From an optimization exercise on the open Yosys and OpenROAD flow, aimed at small area and a short achievable clock period; shortcuts taken in it are not production practice. Only simulation tests tie the RTL to the original design; equivalence was not proved.

==> v32 <==
Design systolic_array_os, start of the top module:
module systolic_array_os #(
    DATA_WIDTH = 16,
    ACC_WIDTH = 64
    )(
    input logic clk,
    input logic rstn,
    input logic acc_en,
    input logic signed [DATA_WIDTH-1:0] data_0_i,
    input logic signed [DATA_WIDTH-1:0] data_1_i,
    input logic signed [DATA_WIDTH-1:0] data_2_i,
    input logic signed [DATA_WIDTH-1:0] data_3_i,
    input logic signed [DATA_WIDTH-1:0] weight_0_i,
    input logic signed [DATA_WIDTH-1:0] weight_1_i,
    input logic signed [DATA_WIDTH-1:0] weight_2_i,
    input logic signed [DATA_WIDTH-1:0] weight_3_i,
    output logic signed [ACC_WIDTH-1:0] acc_res_pe0_o,
    output logic signed [ACC_WIDTH-1:0] acc_res_pe1_o,
    output logic signed [ACC_WIDTH-1:0] acc_res_pe2_o,
    output logic signed [ACC_WIDTH-1:0] acc_res_pe3_o,
    output logic signed [ACC_WIDTH-1:0] acc_res_pe4_o,
    output logic signed [ACC_WIDTH-1:0] acc_res_pe5_o,
    output logic signed [ACC_WIDTH-1:0] acc_res_pe6_o,
    output logic signed [ACC_WIDTH-1:0] acc_res_pe7_o,
    output logic signed [ACC_WIDTH-1:0] acc_res_pe8_o,
    output logic signed [ACC_WIDTH-1:0] acc_res_pe9_o,
    output logic signed [ACC_WIDTH-1:0] acc_res_pe10_o,
    output logic signed [ACC_WIDTH-1:0] acc_res_pe11_o,
  ...
make LEC_CHECK=0 CAP_MARGIN=20 CORE_MARGIN=2 CORE_UTILIZATION=40 SLEW_MARGIN=20 finish   # period 10.0 ns
run.sh (not shown) runs the stock make flow with config.mk's settings and CLKGATE_MAP_FILE= SYNTH_SCRIPT=/design/flow/synth_recipe.tcl, a recipe that flattens the netlist after the stock synthesis.
==> inputs of v5, as changes to v32 <==
==> flow/flow/run.sh (new file) <==
#!/bin/bash
# Layout flow: the standard flow, except that synthesis skips the quick
# ABC pass inside Yosys's "synth" command (synth -noabc).  That pass remaps the
# full adders the RTL spells out gate by gate; without it extract_fa finds them
# as written, with no inverters between them.  Everything else (the rest of
# ORFS's synthesis script, synth_recipe.tcl's flatten and renaming, and the
# layout steps) is the standard flow's own.
set -euo pipefail
sed 's/yosys synth -nofsm -noshare /yosys synth -nofsm -noshare -noabc /' synth_recipe.tcl > noabc_synth.tcl
grep -q -- '-noabc' noabc_synth.tcl
sed "s#SYNTH_SCRIPT=[^ ]*#SYNTH_SCRIPT=$PWD/noabc_synth.tcl#" standard.sh > noabc_standard.sh
grep -q 'noabc_synth.tcl' noabc_standard.sh
bash noabc_standard.sh synth > synth.log 2>&1
bash standard.sh > layout.log 2>&1
==> flow/standard.sh (new file) <==
#!/bin/bash
# synth_recipe.tcl (not shown) runs the flow's synth.tcl, then flattens the netlist and writes it again
# the make line also repeats each setting of config.mk as NAME=value (left out here)
make -C /OpenROAD-flow-scripts/flow DESIGN_CONFIG=/design/flow/config.mk WORK_HOME=/design/flow/orfs CLKGATE_MAP_FILE= SYNTH_SCRIPT=/design/flow/synth_recipe.tcl "${@:-finish}"
removed: flow/run.sh
==> flow_summary_export.csv <==
group,metric,value,unit
yosys,yosysMostFrequentCell,"inv_1",
setup_path,path_depth,13,
yosys,synth.distinct_cells,104,
setup_path,r2r.worst_path.cells,23,
yosys,synth_area_leaders,"fa_1, dfrtp_1, inv_1, ha_1, edfxtp_1",
global_route,track_usage,24.9,%
cells_and_area,inverters,4781,
cells_and_area,antenna_cells,38,
cells_and_area,layout.nets,27416,
run_status,outcome,"timing/DRC/antenna clean",
cells_and_area,post-route-util,44.7,%
floorplan,coreArea,0.520,mm²
setup_path,cpMostUsedCell,"a21oi_1",
global_route,met1_usage,32.2,%
Source of the figures above: v32

==> flow_summary_export.csv <==
group,metric,value,unit
cells_and_area,antenna_cells,46,
floorplan,coreArea,0.497,mm²
cells_and_area,drive_above_1_share,3.43,%
cells_and_area,inverters,1324,
setup_path,cpMostUsedCell,"fa_1",
cells_and_area,layout.nets,24065,
yosys,yosysMostFrequentCell,"fa_1",
global_route,met1_usage,33.8,%
place,gp_congestion,0.910,
yosys,yosys.area_share.simple,17.6,%
yosys,synth_area_leaders,"fa_1, dfrtp_1, ha_1, and3_1, and2_1",
setup_path,path_depth,17,
global_route,track_usage,25.4,%
yosys,synth.distinct_cells,106,
setup_path,r2r.worst_path.cells,17,
floorplan,dieArea,0.505,mm²
run_status,outcome,"timing/DRC/antenna clean",
Source of the figures above: v5



==> run a: inputs <==
systolic_array_os, a different RTL version from the one above (not shown whole).
## systolic_array_os
module systolic_array_os #(
    DATA_WIDTH = 16,
    ACC_WIDTH = 64
    )(
    input logic clk,
    input logic rstn,
    input logic acc_en,
    input logic signed [DATA_WIDTH-1:0] data_0_i,
    input logic signed [DATA_WIDTH-1:0] data_1_i,
    input logic signed [DATA_WIDTH-1:0] data_2_i,
    input logic signed [DATA_WIDTH-1:0] data_3_i,
    input logic signed [DATA_WIDTH-1:0] weight_0_i,
    input logic signed [DATA_WIDTH-1:0] weight_1_i,
    input logic signed [DATA_WIDTH-1:0] weight_2_i,
    input logic signed [DATA_WIDTH-1:0] weight_3_i,
    output logic signed [ACC_WIDTH-1:0] acc_res_pe0_o,
    output logic signed [ACC_WIDTH-1:0] acc_res_pe1_o,
    output logic signed [ACC_WIDTH-1:0] acc_res_pe2_o,
    output logic signed [ACC_WIDTH-1:0] acc_res_pe3_o,
    output logic signed [ACC_WIDTH-1:0] acc_res_pe4_o,
    output logic signed [ACC_WIDTH-1:0] acc_res_pe5_o,
    output logic signed [ACC_WIDTH-1:0] acc_res_pe6_o,
    output logic signed [ACC_WIDTH-1:0] acc_res_pe7_o,
    output logic signed [ACC_WIDTH-1:0] acc_res_pe8_o,
    output logic signed [ACC_WIDTH-1:0] acc_res_pe9_o,
    output logic signed [ACC_WIDTH-1:0] acc_res_pe10_o,
    output logic signed [ACC_WIDTH-1:0] acc_res_pe11_o,
    output logic signed [ACC_WIDTH-1:0] acc_res_pe12_o,
    output logic signed [ACC_WIDTH-1:0] acc_res_pe13_o,
    output logic signed [ACC_WIDTH-1:0] acc_res_pe14_o,
    output logic signed [ACC_WIDTH-1:0] acc_res_pe15_o
    );
Settings: LEC_CHECK=0, CAP_MARGIN=20, CORE_MARGIN=2, CORE_UTILIZATION=40, CTS_CLUSTER_DIAMETER=120, CTS_CLUSTER_SIZE=24, SETUP_SLACK_MARGIN=4.5, SLEW_MARGIN=20; clock period 10.0 ns.
standard.sh (not shown) runs the stock make flow with config.mk's settings and CLKGATE_MAP_FILE= SYNTH_SCRIPT=/design/flow/synth_recipe.tcl, a recipe that flattens the netlist after the stock synthesis.
==> flow/flow/run.sh <==
#!/bin/bash
# Layout flow: the standard flow (standard.sh) with these changes.
#  1. Synthesis maps the RTL's one-bit adder modules (fa_x, ha_x) straight
#     onto the library's full and half adder cells (fa_map.v), before Yosys's
#     "synth" runs, and skips the quick ABC pass inside "synth" (-noabc).
#     The compressor trees then come out exactly as the RTL writes them, and
#     extract_fa only looks for further full adders (-fa): the half adders
#     are all written out, and the ones it would find are parts of other
#     logic that it could only build with inverters around them.
#  3. Every input and output port still gets its own buffer, but a plain
#     buffer cell (BUF_CELL) rather than the delay buffer buffer_ports picks
#     by itself; timing repair resizes them as needed.
# Each tool's output goes to synth.log and layout.log here (and ORFS's own
# logs under orfs/logs).
set -euo pipefail
BUF_CELL=sky130_fd_sc_hd__buf_1
HERE=$PWD
cp flow/abc.script abc.script
cp flow/fa_map.v fa_map.v
{
  echo 'proc synth {args} {'
  echo '  if {[lsearch -exact $args ":fine"] >= 0 && ![info exists ::adders_mapped]} {'
  echo '    set ::adders_mapped 1'
  echo "    yosys techmap -map $HERE/fa_map.v"
  echo '  }'
  echo '  yosys synth -nofsm -noshare -noabc {*}$args'
  echo '}'
  echo 'proc extract_fa {args} { yosys extract_fa -fa {*}$args }'
  echo 'proc abc {args} {'
  echo '  set i [lsearch -exact $args -script]'
  echo "  if {\$i >= 0} { set args [lreplace \$args \$i [expr {\$i+1}] -script $HERE/abc.script] }"
  echo '  yosys abc {*}$args'
  echo '}'
  tail -n +2 synth_recipe.tcl
} > my_synth.tcl
head -1 synth_recipe.tcl | grep -q 'proc synth'
sed "s#SYNTH_SCRIPT=[^ ]*#SYNTH_SCRIPT=$HERE/my_synth.tcl#" standard.sh > my_standard.sh
grep -q 'my_synth.tcl' my_standard.sh
bash my_standard.sh synth > synth.log 2>&1
export BUFFER_PORTS_ARGS="-buffer_cell $BUF_CELL"
bash standard.sh > layout.log 2>&1
==> flow/flow/abc.script <==
strash
dch
map -D 1500
topo
stime -c
buffer -c
upsize -c
dnsize -c
==> flow/flow/fa_map.v <==
// Maps the RTL's one-bit adders (fa_x, ha_x) onto the library's adder cells.
module fa_x (input a, input b, input c, output s, output co);
  sky130_fd_sc_hd__fa_1 _TECHMAP_REPLACE_ (.A(a), .B(b), .CIN(c), .SUM(s), .COUT(co));
endmodule

module ha_x (input a, input b, output s, output co);
  sky130_fd_sc_hd__ha_1 _TECHMAP_REPLACE_ (.A(a), .B(b), .SUM(s), .COUT(co));
endmodule
==> run b: changes against run a <==
==> flow/flow/abc.script (replaced) <==
strash
dch
map -D 1200
topo
stime -c
buffer -c
upsize -c
dnsize -c
- CORE_UTILIZATION: 40 -> 55
==> run c: changes against run a <==
==> flow/flow/abc.script (replaced) <==
strash
dch
map -D 1200
topo
stime -c
buffer -c
upsize -c
dnsize -c
- SETUP_SLACK_MARGIN: 4.5 -> 4.7
- TNS_END_PERCENT: not set -> 10
==> comparison table <==
Status: run b timing/DRC/antenna clean; run a timing/DRC/antenna clean; run c timing/DRC/antenna clean
Largest net degree at the start of global routing: run b 154; run a 188; run c 198
Adder-cell share of the synthesized area: run b 31.8%; run a 32.2%; run c 31.8%
Sum of buffers and inverters on the critical path: run b 5; run a 6; run c 2
Transition time of the tightest slew-check pin: run b 1.14 ns; run a 1.22 ns; run c 1.26 ns
Worst path max stage delay: run b 0.56 ns; run a 0.44 ns; run c 0.57 ns
Number of multi-input combinational cells: run b 13000; run a 12700; run c 13000
Routing usage on met2: run b 54.5%; run a 40.9%; run c 43.0%
Total wire length after detailed routing: run b 553 mm; run a 568 mm; run c 596 mm
Met3 wirelength from detailed routing: run b 53.0 mm; run a 49.7 mm; run c 50.7 mm
Worst-path clk slew: run b 0.10 ns; run a 0.11 ns; run c 0.10 ns
# diodes: run b 20; run a 30; run c 38
Final core occ: run b 60.6%; run a 46.3%; run c 45.4%
Overall Global Routing Usage: run b 35.3%; run a 26.4%; run c 27.4%
HPWL after detailed placement: run b 395 mm; run a 406 mm; run c 425 mm
Basic-gate share of the synthesized area counting and, or, nand and nor cells: run b 8.86%; run a 8.11%; run c 8.86%
Final clock skew: run b 0.0761 ns; run a 0.0721 ns; run c 0.0984 ns
Sequential fraction of the synthesis area: run b 23.6%; run a 23.9%; run c 23.6%
Number of iterations in the first detailed-routing pass: run b 7; run a 9; run c 8
Register Area: run b 39400 um^2; run a 39400 um^2; run c 39400 um^2
Worst endpoint data arrival time: run b 6.18 ns; run a 3.86 ns; run c 6.27 ns
Post-synthesis instance area: run b 167000 um^2; run a 165000 um^2; run c 167000 um^2
Die boundary width: run b 555 um; run a 646 um; run c 650 um

## re-timing with driven ports
In the flow no input, the clock included, has a driving cell. The finished layouts below were timed again as built, in two steps.
Step 1 assumes that a clkbuf_16 drives the clock port and a buf_2 every other input.
Step 2 moves the port delays by t, midway between the first and last clock arrival at a register: inputs arrive t later, outputs are due t later. That takes back most of the time a late clock gives input paths.
Three values: ideal ports, drivers, drivers and shift; two values: the first two.
run | shift t [ns] | slack for setup (ns) | hold WS [ns] | worst register clock-pin slew, ns
v32 | 1.065 | 1.917 / 1.787 / 2.076 | 0.497 / 0.497 / 0.497 | 0.07 / 0.07
v5 | 1.047 | 2.052 / 2.052 / 1.885 | 0.485 / 0.485 / 0.485 | 0.08 / 0.08
run a | 1.028 | 4.143 / 4.021 / 3.577 | 0.498 / 0.498 / 0.498 | 0.11 / 0.11
run b | 1.008 | 4.547 / 4.460 / 3.638 | 0.471 / 0.471 / 0.471 | 0.11 / 0.11
run c | 1.035 | 4.477 / 4.470 / 3.498 | 0.501 / 0.501 / 0.501 | 0.11 / 0.11
After both steps setup and hold are still met in every run listed. The setup slack of run c, which loses most, moves by -0.007 ns with the drivers and by -0.979 ns with both steps.
